Background: an optimization exercise with open tools, aiming at small area and a short achievable clock period. Do not read the settings as production practice. Where RTL was checked, it was by simulation tests only, not by an equivalence proof against the original.

==> flow/design.v <==
module ks_vandana_fp_div(
	a1,
	b1,
	c,
	clk
);
	input wire [31:0] a1;
	input wire [31:0] b1;
	input wire clk;
	output wire [31:0] c;
	localparam integer K1 = 3;
	function [2:0] sel;    
		input [6:0] sh;
		input [6:0] ch;
		input [2:0] di;
		reg [6:0] e;
		reg ge1, ge0, ge2, gem1;
		begin
			e = sh + ch;
			ge1 = ~e[6] & (e[5] | e[4] | e[3] | (e[2] & (~di[2] | e[1])));
			ge0 = ~e[6] | (e[5] & e[4] & e[3] & (e[2] | (di[2] ? (e[1] | e[0]) : (e[1] & e[0]))));
			case (di)
				3'd0: begin ge2 = ~e[6] & (e[5:0] >= 6'd12); gem1 = ~e[6] | (e[5:0] >= 6'd51); end
				3'd1: begin ge2 = ~e[6] & (e[5:0] >= 6'd14); gem1 = ~e[6] | (e[5:0] >= 6'd49); end
				3'd2: begin ge2 = ~e[6] & (e[5:0] >= 6'd15); gem1 = ~e[6] | (e[5:0] >= 6'd48); end
				3'd3: begin ge2 = ~e[6] & (e[5:0] >= 6'd16); gem1 = ~e[6] | (e[5:0] >= 6'd46); end
				3'd4: begin ge2 = ~e[6] & (e[5:0] >= 6'd18); gem1 = ~e[6] | (e[5:0] >= 6'd44); end
				3'd5: begin ge2 = ~e[6] & (e[5:0] >= 6'd20); gem1 = ~e[6] | (e[5:0] >= 6'd44); end
				3'd6: begin ge2 = ~e[6] & (e[5:0] >= 6'd20); gem1 = ~e[6] | (e[5:0] >= 6'd42); end
				3'd7: begin ge2 = ~e[6] & (e[5:0] >= 6'd24); gem1 = ~e[6] | (e[5:0] >= 6'd40); end
			endcase
			sel = {ge1, ge2 | ~gem1, (ge1 & ~ge2) | (gem1 & ~ge0)};
		end
	endfunction
	wire        sc0 = a1[31] ^ b1[31];
	wire [7:0]  e0  = (a1[30:23] - b1[30:23]) + 8'd127;
	wire        q1  = a1[22] | ~b1[22];
	wire [26:0] ys [2:13];
	wire [26:0] yc [2:13];
	wire [23:0] mbv [1:13];
	wire [2:0]  dig [2:13];    
	wire [24:0] vs, vc;        
	assign mbv[1] = {1'b1, b1[22:0]};
	assign ys[2] = {2'b00, 1'b1, a1[22:0], q1};
	assign yc[2] = q1 ? ~{1'b0, 1'b1, b1[22:0], 2'b00} : 27'd0;
	reg        sc1, sc2;
	reg [7:0]  e1, e2;
	reg [22:0] mb1;
	reg [26:0] ys1, yc1;
	reg [24:0] vs2, vc2;
	reg        q1_1, q1_2;
	reg [3*K1-1:3] dg1;         
	reg [35:0] dg2;             
	genvar j;
	generate
		for (j = 2; j <= 13; j = j + 1) begin : step
			wire [26:0] s_in, c_in;
			wire [23:0] mb;
			if (j == K1 + 1) begin : from1
				assign s_in = ys1;
				assign c_in = yc1;
				assign mb = {1'b1, mb1};
			end else begin : direct
				assign s_in = ys[j];
				assign c_in = yc[j];
				assign mb = mbv[j-1];
			end
			assign mbv[j] = mb;
			wire qpos, two, one;
			assign {qpos, two, one} = sel(s_in[26:20], c_in[26:20], mb[22:20]);
			wire [2:0] q = {qpos, two, one};
			wire [24:0] so, co;
			wire [24:0] mbl = {1'b0, mb};
			wire [24:0] mbh = {mb, 1'b0};
			genvar i;
			for (i = 0; i < 25; i = i + 1) begin : bt
				wire m = ((one & mbl[i]) | (two & mbh[i])) ^ qpos;
				r4_fa u_fa (.a(s_in[i]), .b(c_in[i]), .ci(m), .s(so[i]), .co(co[i]));
			end
			wire [24:0] wc = {co[23:0], qpos};
			assign dig[j] = q;
			if (j < 13) begin : nxt
				assign ys[j+1] = {so, 2'b00};
				assign yc[j+1] = {wc, 2'b00};
			end else begin : last
				assign vs = so;
				assign vc = wc;
			end
		end
	endgenerate
	wire [3*12-1:0] dall;
	generate
		for (j = 2; j <= 13; j = j + 1) begin : gath
			assign dall[3*(13-j)+2:3*(13-j)] = dig[j];
		end
	endgenerate
	always @(posedge clk) begin
		sc1 <= sc0;
		e1 <= e0;
		mb1 <= b1[22:0];
		q1_1 <= q1;
		ys1 <= ys[K1+1];
		yc1 <= yc[K1+1];
		dg1 <= dall[35:36-3*(K1-1)];
		sc2 <= sc1;
		e2 <= e1;
		q1_2 <= q1_1;
		vs2 <= vs;
		vc2 <= vc;
		dg2 <= {dg1, dall[35-3*(K1-1):0]};
	end
	wire [35:0] dq = dg2;
	wire [24:0] qp, qn;
	assign qp[24] = q1_2;
	assign qn[24] = 1'b0;
	generate
		for (j = 2; j <= 13; j = j + 1) begin : conv
			wire [2:0] d = dq[3*(13-j)+2:3*(13-j)];
			assign qp[2*(13-j)+1:2*(13-j)] = d[2] ? d[1:0] : 2'b00;
			assign qn[2*(13-j)+1:2*(13-j)] = d[2] ? 2'b00 : d[1:0];
		end
	endgenerate
	wire [24:0] v = vs2 + vc2;
	wire [24:0] f = qp - qn - {24'd0, v[24]};
	wire [22:0] frac = f[23] ? f[22:0] : {f[21:0], 1'b0};
	wire [7:0]  ex = f[23] ? e2 : e2 - 8'd1;
	assign c = {sc2, ex, frac};
endmodule
module r4_fa(a, b, ci, s, co);
	input wire a;
	input wire b;
	input wire ci;
	output wire s;
	output wire co;
	assign s = a ^ b ^ ci;
	assign co = (a & b) | (a & ci) | (b & ci);
endmodule
Settings: LEC_CHECK=0, ABC_AREA=1, CAP_MARGIN=20, CORE_MARGIN=2, CORE_UTILIZATION=40, SLEW_MARGIN=20, SYNTH_HIERARCHICAL=1; clock period 120.0 ns.
run.sh (not shown) runs the stock make flow with config.mk's settings and CLKGATE_MAP_FILE= SYNTH_SCRIPT=/design/flow/synth_recipe.tcl, a recipe that flattens the netlist after the stock synthesis.
The first run passed the timing, design-rule and antenna checks.
==> next run, changes <==
--- a/flow/design.v
+++ b/flow/design.v
@@ -6,35 +6,12 @@
 );
 	input wire [31:0] a1;
 	input wire [31:0] b1;
 	input wire clk;
 	output wire [31:0] c;
 	localparam integer K1 = 3;
-	function [2:0] sel;    
-		input [6:0] sh;
-		input [6:0] ch;
-		input [2:0] di;
-		reg [6:0] e;
-		reg ge1, ge0, ge2, gem1;
-		begin
-			e = sh + ch;
-			ge1 = ~e[6] & (e[5] | e[4] | e[3] | (e[2] & (~di[2] | e[1])));
-			ge0 = ~e[6] | (e[5] & e[4] & e[3] & (e[2] | (di[2] ? (e[1] | e[0]) : (e[1] & e[0]))));
-			case (di)
-				3'd0: begin ge2 = ~e[6] & (e[5:0] >= 6'd12); gem1 = ~e[6] | (e[5:0] >= 6'd51); end
-				3'd1: begin ge2 = ~e[6] & (e[5:0] >= 6'd14); gem1 = ~e[6] | (e[5:0] >= 6'd49); end
-				3'd2: begin ge2 = ~e[6] & (e[5:0] >= 6'd15); gem1 = ~e[6] | (e[5:0] >= 6'd48); end
-				3'd3: begin ge2 = ~e[6] & (e[5:0] >= 6'd16); gem1 = ~e[6] | (e[5:0] >= 6'd46); end
-				3'd4: begin ge2 = ~e[6] & (e[5:0] >= 6'd18); gem1 = ~e[6] | (e[5:0] >= 6'd44); end
-				3'd5: begin ge2 = ~e[6] & (e[5:0] >= 6'd20); gem1 = ~e[6] | (e[5:0] >= 6'd44); end
-				3'd6: begin ge2 = ~e[6] & (e[5:0] >= 6'd20); gem1 = ~e[6] | (e[5:0] >= 6'd42); end
-				3'd7: begin ge2 = ~e[6] & (e[5:0] >= 6'd24); gem1 = ~e[6] | (e[5:0] >= 6'd40); end
-			endcase
-			sel = {ge1, ge2 | ~gem1, (ge1 & ~ge2) | (gem1 & ~ge0)};
-		end
-	endfunction
 	wire        sc0 = a1[31] ^ b1[31];
 	wire [7:0]  e0  = (a1[30:23] - b1[30:23]) + 8'd127;
 	wire        q1  = a1[22] | ~b1[22];
 	wire [26:0] ys [2:13];
 	wire [26:0] yc [2:13];
 	wire [23:0] mbv [1:13];
@@ -64,21 +41,29 @@
 				assign s_in = ys[j];
 				assign c_in = yc[j];
 				assign mb = mbv[j-1];
 			end
 			assign mbv[j] = mb;
 			wire qpos, two, one;
-			assign {qpos, two, one} = sel(s_in[26:20], c_in[26:20], mb[22:20]);
+			r4_sel u_sel (.sh(s_in[26:20]), .ch(c_in[26:20]), .di(mb[22:20]),
+				.qpos(qpos), .two(two), .one(one));
 			wire [2:0] q = {qpos, two, one};
 			wire [24:0] so, co;
 			wire [24:0] mbl = {1'b0, mb};
 			wire [24:0] mbh = {mb, 1'b0};
 			genvar i;
-			for (i = 0; i < 25; i = i + 1) begin : bt
+			for (i = (j == 2) ? 0 : 2; i < 25; i = i + 1) begin : bt
 				wire m = ((one & mbl[i]) | (two & mbh[i])) ^ qpos;
 				r4_fa u_fa (.a(s_in[i]), .b(c_in[i]), .ci(m), .s(so[i]), .co(co[i]));
+			end
+			if (j > 2) begin : blo
+				for (i = 0; i < 2; i = i + 1) begin : bl
+					wire m = ((one & mbl[i]) | (two & mbh[i])) ^ qpos;
+					assign so[i] = m;
+					assign co[i] = 1'b0;
+				end
 			end
 			wire [24:0] wc = {co[23:0], qpos};
 			assign dig[j] = q;
 			if (j < 13) begin : nxt
 				assign ys[j+1] = {so, 2'b00};
 				assign yc[j+1] = {wc, 2'b00};
@@ -123,12 +108,34 @@
 	wire [24:0] v = vs2 + vc2;
 	wire [24:0] f = qp - qn - {24'd0, v[24]};
 	wire [22:0] frac = f[23] ? f[22:0] : {f[21:0], 1'b0};
 	wire [7:0]  ex = f[23] ? e2 : e2 - 8'd1;
 	assign c = {sc2, ex, frac};
 endmodule
+module r4_sel(sh, ch, di, qpos, two, one);
+input wire [6:0] sh; input wire [6:0] ch; input wire [2:0] di; output wire qpos, two, one;
+wire [6:0] e = sh + ch;
+wire ge1 = ~e[6] & (e[5] | e[4] | e[3] | (e[2] & (~di[2] | e[1])));
+wire ge0 = ~e[6] | (e[5] & e[4] & e[3] & (e[2] | (di[2] ? (e[1] | e[0]) : (e[1] & e[0]))));
+reg ge2, gem1;
+always @(*) begin
+  case (di)
+    3'd0: begin ge2 = ~e[6] & (e[5:0] >= 6'd12); gem1 = ~e[6] | (e[5:0] >= 6'd51); end
+    3'd1: begin ge2 = ~e[6] & (e[5:0] >= 6'd14); gem1 = ~e[6] | (e[5:0] >= 6'd49); end
+    3'd2: begin ge2 = ~e[6] & (e[5:0] >= 6'd15); gem1 = ~e[6] | (e[5:0] >= 6'd48); end
+    3'd3: begin ge2 = ~e[6] & (e[5:0] >= 6'd16); gem1 = ~e[6] | (e[5:0] >= 6'd46); end
+    3'd4: begin ge2 = ~e[6] & (e[5:0] >= 6'd18); gem1 = ~e[6] | (e[5:0] >= 6'd44); end
+    3'd5: begin ge2 = ~e[6] & (e[5:0] >= 6'd20); gem1 = ~e[6] | (e[5:0] >= 6'd44); end
+    3'd6: begin ge2 = ~e[6] & (e[5:0] >= 6'd20); gem1 = ~e[6] | (e[5:0] >= 6'd42); end
+    3'd7: begin ge2 = ~e[6] & (e[5:0] >= 6'd24); gem1 = ~e[6] | (e[5:0] >= 6'd40); end
+  endcase
+end
+assign qpos = ge1;
+assign two = ge2 | ~gem1;
+assign one = (ge1 & ~ge2) | (gem1 & ~ge0);
+endmodule
 module r4_fa(a, b, ci, s, co);
 	input wire a;
 	input wire b;
 	input wire ci;
 	output wire s;
 	output wire co;
- synthesized cell count shrinks by 14%
- setup slack got worse by 1400 ps
- wire length is lower by 6.0%
- cell count is lower by 12%
- first-iteration DRC count came out lower by 17%
- die area is lower by 1.9%
- final area goes down by 1.5%
- critical path depth climbs by 10
Only the layout flow was run in the first run of this note; the RTL was not checked for function there.

[static timing again, ports no longer ideal]
The flow's constraints put no driver on any port. The routed layouts listed below were extracted and timed again, unchanged, in two steps.
Step 1 (the two cells are an assumption about what drives the block):
set clk [get_ports {clk}]
set_driving_cell -lib_cell sky130_fd_sc_hd__clkbuf_16 $clk
set_driving_cell -lib_cell sky130_fd_sc_hd__buf_2 [delete_from_list [all_inputs] $clk]
Step 2 adds t to the input delays and takes it off the output delays; t is the mean of the earliest and latest rising clock arrival at the registers after step 1. Input paths then give back, and output paths get back, about the clock's delay inside the block.
Slacks: no drivers / after step 1 / after step 2; pairs: no drivers / after step 1.
run | t, ns | setup WS [ns] | cell pins on the clock port's net
the first run | 0.536 | 85.266 / 85.266 / 85.266 | 1
the second run | 0.528 | 83.902 / 83.902 / 83.902 | 1
After both steps setup and hold are still met in every run listed.
